What follows belongs to an exercise in optimizing a design on an open flow for small area, a short achievable clock period and few clock cycles per item; a production flow would make more cautious choices. Where RTL was checked, it was by simulation tests only, not by an equivalence proof against the original.

## dnn_relu_fix12
module dnn_relu_fix12
     (input     logic                       clk,
      input     logic                       rst,
      input     logic                       start,
      input     logic                       reset,
      input     logic   signed      [11:0]  mem_data,
      output    logic   unsigned    [15:0]  mem_addr,
      output    logic                       done,
      output    logic               [119:0] out);
    localparam logic [15:0] BASE_W2 = 16'd10426;
    localparam logic [2:0] M_IDLE  = 3'd0,
                           M_L1A   = 3'd1,
                           M_L1W   = 3'd2,
                           M_BIAS  = 3'd3,
                           M_L2    = 3'd4,
                           M_FLUSH = 3'd5,
                           M_DONE  = 3'd6;
    function automatic logic signed [11:0] f_add(input logic signed [11:0] a,
                                                 input logic signed [11:0] b);
        logic signed [12:0] s;
        s = a + b;
        if (s < -13'sd2047)     f_add = -12'sd2047;
        else if (s > 13'sd2047) f_add = 12'sd2047;
  ...
For scale: ~1800 cells after synthesis, roughly 560 flip-flops, roughly 0.022 sq mm of cells after synthesis.
Settings: LEC_CHECK=0, CAP_MARGIN=20, CORE_MARGIN=2, CORE_UTILIZATION=60, CTS_CLUSTER_DIAMETER=100, CTS_CLUSTER_SIZE=24, SLEW_MARGIN=20; clock period 14.0 ns.
standard.sh (not shown) runs the stock make flow with config.mk's settings and CLKGATE_MAP_FILE= SYNTH_SCRIPT=/design/flow/synth_recipe.tcl, a recipe that flattens the netlist after the stock synthesis.
==> flow/flow/run.sh <==
#!/bin/bash
set -euo pipefail
export BUFFER_PORTS_ARGS="-buffer_cell sky130_fd_sc_hd__buf_2"
bash standard.sh finish > flow_make.log 2>&1
Testbench counts at the start, summed over its fixed seeds: cycles 146,938, items 48.
Change:
==> flow/flow/run.sh (replaced) <==
#!/bin/bash
set -euo pipefail
export BUFFER_PORTS_ARGS="-buffer_cell sky130_fd_sc_hd__buf_2"
export CTS_ARGS="-sink_clustering_enable -repair_clock_nets -sink_clustering_size 24 -sink_clustering_max_diameter 100 -dont_use_dummy_load"
bash standard.sh finish > flow_make.log 2>&1
--- a/flow/config.mk
+++ b/flow/config.mk
@@ -9,3 +9,3 @@
 export CORE_MARGIN = 2
-export CORE_UTILIZATION = 60
+export CORE_UTILIZATION = 70
 export CTS_CLUSTER_DIAMETER = 100
Area after synthesis stays the same.
Setup slack improved by 0.026 ns.
Synthesized cell count stays the same.
Non-clock buffer count stays the same.
Core utilization increases by 10 points.
Global-route usage increases by 6.0 points.
Die area decreases by 14%.

Setup of S:
Another version of the RTL of dnn_relu_fix12 (not shown whole).
Size: ~1700 cells after synthesis, about 150 I/O pins, roughly 21000 µm² of cells after synthesis.
## dnn_relu_fix12
module dnn_relu_fix12
     (input     logic                       clk,
      input     logic                       rst,
      input     logic                       start,
      input     logic                       reset,
      input     logic   signed      [11:0]  mem_data,
      output    logic   unsigned    [15:0]  mem_addr,
      output    logic                       done,
      output    logic               [119:0] out);
Settings: LEC_CHECK=0, CAP_MARGIN=20, CORE_MARGIN=2, CORE_UTILIZATION=80, CTS_CLUSTER_DIAMETER=100, CTS_CLUSTER_SIZE=24, SLEW_MARGIN=20; clock period 14.0 ns.
==> flow/flow/run.sh <==
#!/bin/bash
set -euo pipefail
export BUFFER_PORTS_ARGS="-buffer_cell sky130_fd_sc_hd__buf_2"
export CTS_ARGS="-sink_clustering_enable -repair_clock_nets -sink_clustering_size 24 -sink_clustering_max_diameter 100 -dont_use_dummy_load"
bash standard.sh finish > flow_make.log 2>&1
The flow did not stop early for S: all stages ran, and the layout cleared the timing, design-rule and antenna checks.
Testbench counts of S, summed over its fixed seeds: cycles 146,314, items 48.
Here is what was changed in the inputs of T compared with S.
- CORE_UTILIZATION now 70, was 80
Notes after the runs:
Of T and S, it is T that has the higher worst hold slack.
Via count: T < S
S -> T: number of flip-flops and latches delta 0, exact match

Another version of the RTL of dnn_relu_fix12 (not shown whole).
For scale: ~1,800 cells after synthesis, ~610 flip-flops, roughly 150 I/O pins.
export LEC_CHECK = 0
export CAP_MARGIN = 20
export CORE_MARGIN = 2
export CORE_UTILIZATION = 60
export CTS_CLUSTER_DIAMETER = 100
export CTS_CLUSTER_SIZE = 24
export SLEW_MARGIN = 20
create_clock -name core_clock -period 14.0 [get_ports {clk}]
==> flow/flow/run.sh <==
#!/bin/bash
set -euo pipefail
export BUFFER_PORTS_ARGS="-buffer_cell sky130_fd_sc_hd__buf_2"
bash standard.sh finish > flow_make.log 2>&1
The baseline passed the timing, design-rule and antenna checks.
Edit:
- CTS_CLUSTER_DIAMETER: 100 -> not set
- CTS_CLUSTER_SIZE: 24 -> not set
What happened:
- The changed run produced a clean layout
- global-route usage rose by 0.96 points
- first-iteration DRC count fell by roughly a tenth
- via count rose slightly
- critical path depth is unchanged
- maximum frequency is about the same
- routed wire length rose by a few percent
- cell area rose by a few percent
- die area stays the same
Function was not checked in any run of this note: the RTL went through the layout flow alone.

Another version of the RTL of dnn_relu_fix12 (not shown whole).
For scale: ~1,800 cells after synthesis, roughly 580 flip-flops, roughly 150 I/O pins.
Settings: LEC_CHECK=0, CAP_MARGIN=20, CORE_MARGIN=2, CORE_UTILIZATION=72, CTS_CLUSTER_DIAMETER=100, CTS_CLUSTER_SIZE=27, SLEW_MARGIN=20; clock period 14.0 ns.
Scripts as last shown in full above: flow/flow/run.sh
The baseline ran to the end with no violations.
Testbench counts at the start, summed over its fixed seeds: cycles 147,418, items 48.
==> next run, changes <==
Settings changed: CORE_UTILIZATION 72 to 60, CTS_CLUSTER_SIZE 27 to 24.
After rerunning: Clock-buffer cell count is higher by 5. Core utilization is lower by 13 points. Non-clock buffer count is unchanged.

## build 68
Another version of the RTL of dnn_relu_fix12 (not shown whole).
Size in the first run: roughly 1,700 cells after synthesis.
==> flow/config.mk <==
export PLATFORM = sky130hd
export DESIGN_NAME = dnn_relu_fix12
export DESIGN_NICKNAME = dnn_relu_fix12
export VERILOG_FILES = /design/flow/design.v
export SDC_FILE = /design/flow/constraint.sdc
export NUM_CORES = 4
export LEC_CHECK = 0
export CAP_MARGIN = 20
export CORE_MARGIN = 2
export CORE_UTILIZATION = 70
export CTS_CLUSTER_DIAMETER = 100
export CTS_CLUSTER_SIZE = 24
export SLEW_MARGIN = 20
==> flow/constraint.sdc <==
create_clock -name core_clock -period 14.0 [get_ports {clk}]
set_input_delay 2.8000 -clock core_clock [delete_from_list [all_inputs] [get_ports {clk}]]
set_output_delay 2.8000 -clock core_clock [all_outputs]
set_load 0.01 [all_outputs]
==> flow/flow/run.sh <==
#!/bin/bash
set -euo pipefail
export BUFFER_PORTS_ARGS="-buffer_cell sky130_fd_sc_hd__buf_2"
export CTS_ARGS="-sink_clustering_enable -repair_clock_nets -sink_clustering_size 24 -sink_clustering_max_diameter 100 -dont_use_dummy_load"
bash standard.sh finish > flow_make.log 2>&1
Testbench counts of build 68, summed over its fixed seeds: cycles 146,314, items 48.
For build 69, these inputs were changed with respect to build 68:
Settings: a change of CORE_UTILIZATION from 70 to 80.
[summary]
Compared with build 68, in build 69 die area shows a reduction of 0.0040 mm². Build 69 vs. build 68: worst setup slack after layout went up by 31 ps. The count of non-filler cells in the finished layout of build 69 is lower than that of build 68.

== v6 ==
Another version of the RTL of dnn_relu_fix12 (not shown whole).
Size: roughly 1900 cells after synthesis, roughly 590 flip-flops, ~150 I/O pins.
Settings: LEC_CHECK=0, CAP_MARGIN=20, CORE_MARGIN=2, CORE_UTILIZATION=40, SLEW_MARGIN=20; clock period 14.0 ns.
run.sh (not shown) runs the stock make flow with config.mk's settings and CLKGATE_MAP_FILE= SYNTH_SCRIPT=/design/flow/synth_recipe.tcl, a recipe that flattens the netlist after the stock synthesis.
Stock flow here: none of the scripts above is used.
v6 | status: complete | timing, DRC, antenna: pass
Testbench counts of v6, summed over its fixed seeds: cycles 146,938, items 48.
For v7, these inputs were changed with respect to v6:
==> flow/flow/run.sh (new file) <==
#!/bin/bash
set -euo pipefail
export BUFFER_PORTS_ARGS="-buffer_cell sky130_fd_sc_hd__buf_2"
bash standard.sh finish > flow_make.log 2>&1
==> flow/standard.sh (new file) <==
#!/bin/bash
# synth_recipe.tcl (not shown) runs the flow's synth.tcl, then flattens the netlist and writes it again
# the make line also repeats each setting of config.mk as NAME=value (left out here)
make -C /OpenROAD-flow-scripts/flow DESIGN_CONFIG=/design/flow/config.mk WORK_HOME=/design/flow/orfs CLKGATE_MAP_FILE= SYNTH_SCRIPT=/design/flow/synth_recipe.tcl "${@:-finish}"
removed: flow/run.sh
Notes after the runs:
v7: full flow OK, the timing, design-rule and antenna checks passed. The lower worst path arrival time of v6 and v7 is in v6. Number of cells produced by synthesis across v6 and v7: no real change. v7 and v6 ended up with roughly the same setup slack of the most critical reg-to-reg path. On peak clock frequency supported by timing, v6 and v7 are basically level.

lane 1:
Another version of the RTL of dnn_relu_fix12 (not shown whole).
Size in the first run: about 150 I/O pins, about 22,000 um^2 of cells after synthesis.
export LEC_CHECK = 0
export CAP_MARGIN = 20
export CORE_MARGIN = 2
export CORE_UTILIZATION = 60
export CTS_CLUSTER_DIAMETER = 100
export CTS_CLUSTER_SIZE = 24
export SLEW_MARGIN = 20
create_clock -name core_clock -period 14.0 [get_ports {clk}]
standard.sh (not shown) runs the stock make flow with config.mk's settings and CLKGATE_MAP_FILE= SYNTH_SCRIPT=/design/flow/synth_recipe.tcl, a recipe that flattens the netlist after the stock synthesis.
==> flow/flow/run.sh <==
#!/bin/bash
set -euo pipefail
export BUFFER_PORTS_ARGS="-buffer_cell sky130_fd_sc_hd__buf_2"
bash standard.sh finish > flow_make.log 2>&1
Lane 1 was carried through to the last stage, and its layout satisfied the timing, design-rule and antenna checks.
Testbench counts of lane 1, summed over its fixed seeds: cycles 146,938, items 48.
Input-level comparison between lane 2 and lane 1:
- CORE_UTILIZATION now 70, was 60
==> flow/flow/run.sh <==
#!/bin/bash
set -euo pipefail
export BUFFER_PORTS_ARGS="-buffer_cell sky130_fd_sc_hd__buf_2"
export CTS_ARGS="-sink_clustering_enable -repair_clock_nets -sink_clustering_size 24 -sink_clustering_max_diameter 100 -dont_use_dummy_load"
bash standard.sh finish > flow_make.log 2>&1
## What came out
Taking lane 1 as the reference, in lane 2 initial cell density of the core increased 11 points; final cycle utilization of the critical path essentially unchanged; sequential cell count essentially unchanged; number of signal-net buffers in the layout decreased 3. Lane 1 vs lane 2, uppermost layer routed: met4 vs met5. Largest net degree at the start of global routing was lower in lane 1 than in lane 2.

separate check: timing with driven ports:
The results above use ideal ports. As a check the final layouts listed here were re-extracted and re-timed, cells and wires unchanged. Step 1 assumes that a clkbuf_16 drives the clock port and a buf_2 every other input. Step 2, shift: input delay + t, output delay - t, t = (earliest + latest rising clock arrival at the registers) / 2. This alone moves slack from input paths to output paths. Slacks: ideal ports / drivers / drivers and shift; pairs: ideal ports / drivers.
run	t, ns	slack for setup (ns)	worst setup path after step 2	worst slew at a driven data input, ns
the first run of note 1	0.645	9.936 / 9.883 / 10.374	register to register	0.07
the second run of note 1	0.607	9.962 / 9.908 / 10.309	register to register	0.04
S	0.613	9.548 / 9.548 / 9.548	register to register	0.06
T	0.615	9.975 / 9.922 / 10.297	register to register	0.06
the first run of note 3	0.656	9.971 / 9.914 / 10.413	register to register	0.04
the second run of note 3	0.660	9.963 / 9.908 / 10.365	register to register	0.04
the first run of note 4	0.617	9.921 / 9.871 / 10.375	register to register	0.07
the second run of note 4	0.653	9.912 / 9.854 / 10.241	register to register	0.04
build 68	0.611	9.959 / 9.906 / 10.409	register to register	0.04
build 69	0.611	9.990 / 9.934 / 10.143	register to register	0.05
v6	0.668	8.922 / 8.922 / 8.922	register to register	0.05
v7	0.672	8.920 / 8.920 / 8.920	register to register	0.09
lane 1	0.640	9.973 / 9.918 / 10.404	register to register	0.05
lane 2	0.621	9.959 / 9.904 / 10.361	register to register	0.08
After both steps every run listed still meets setup and hold.
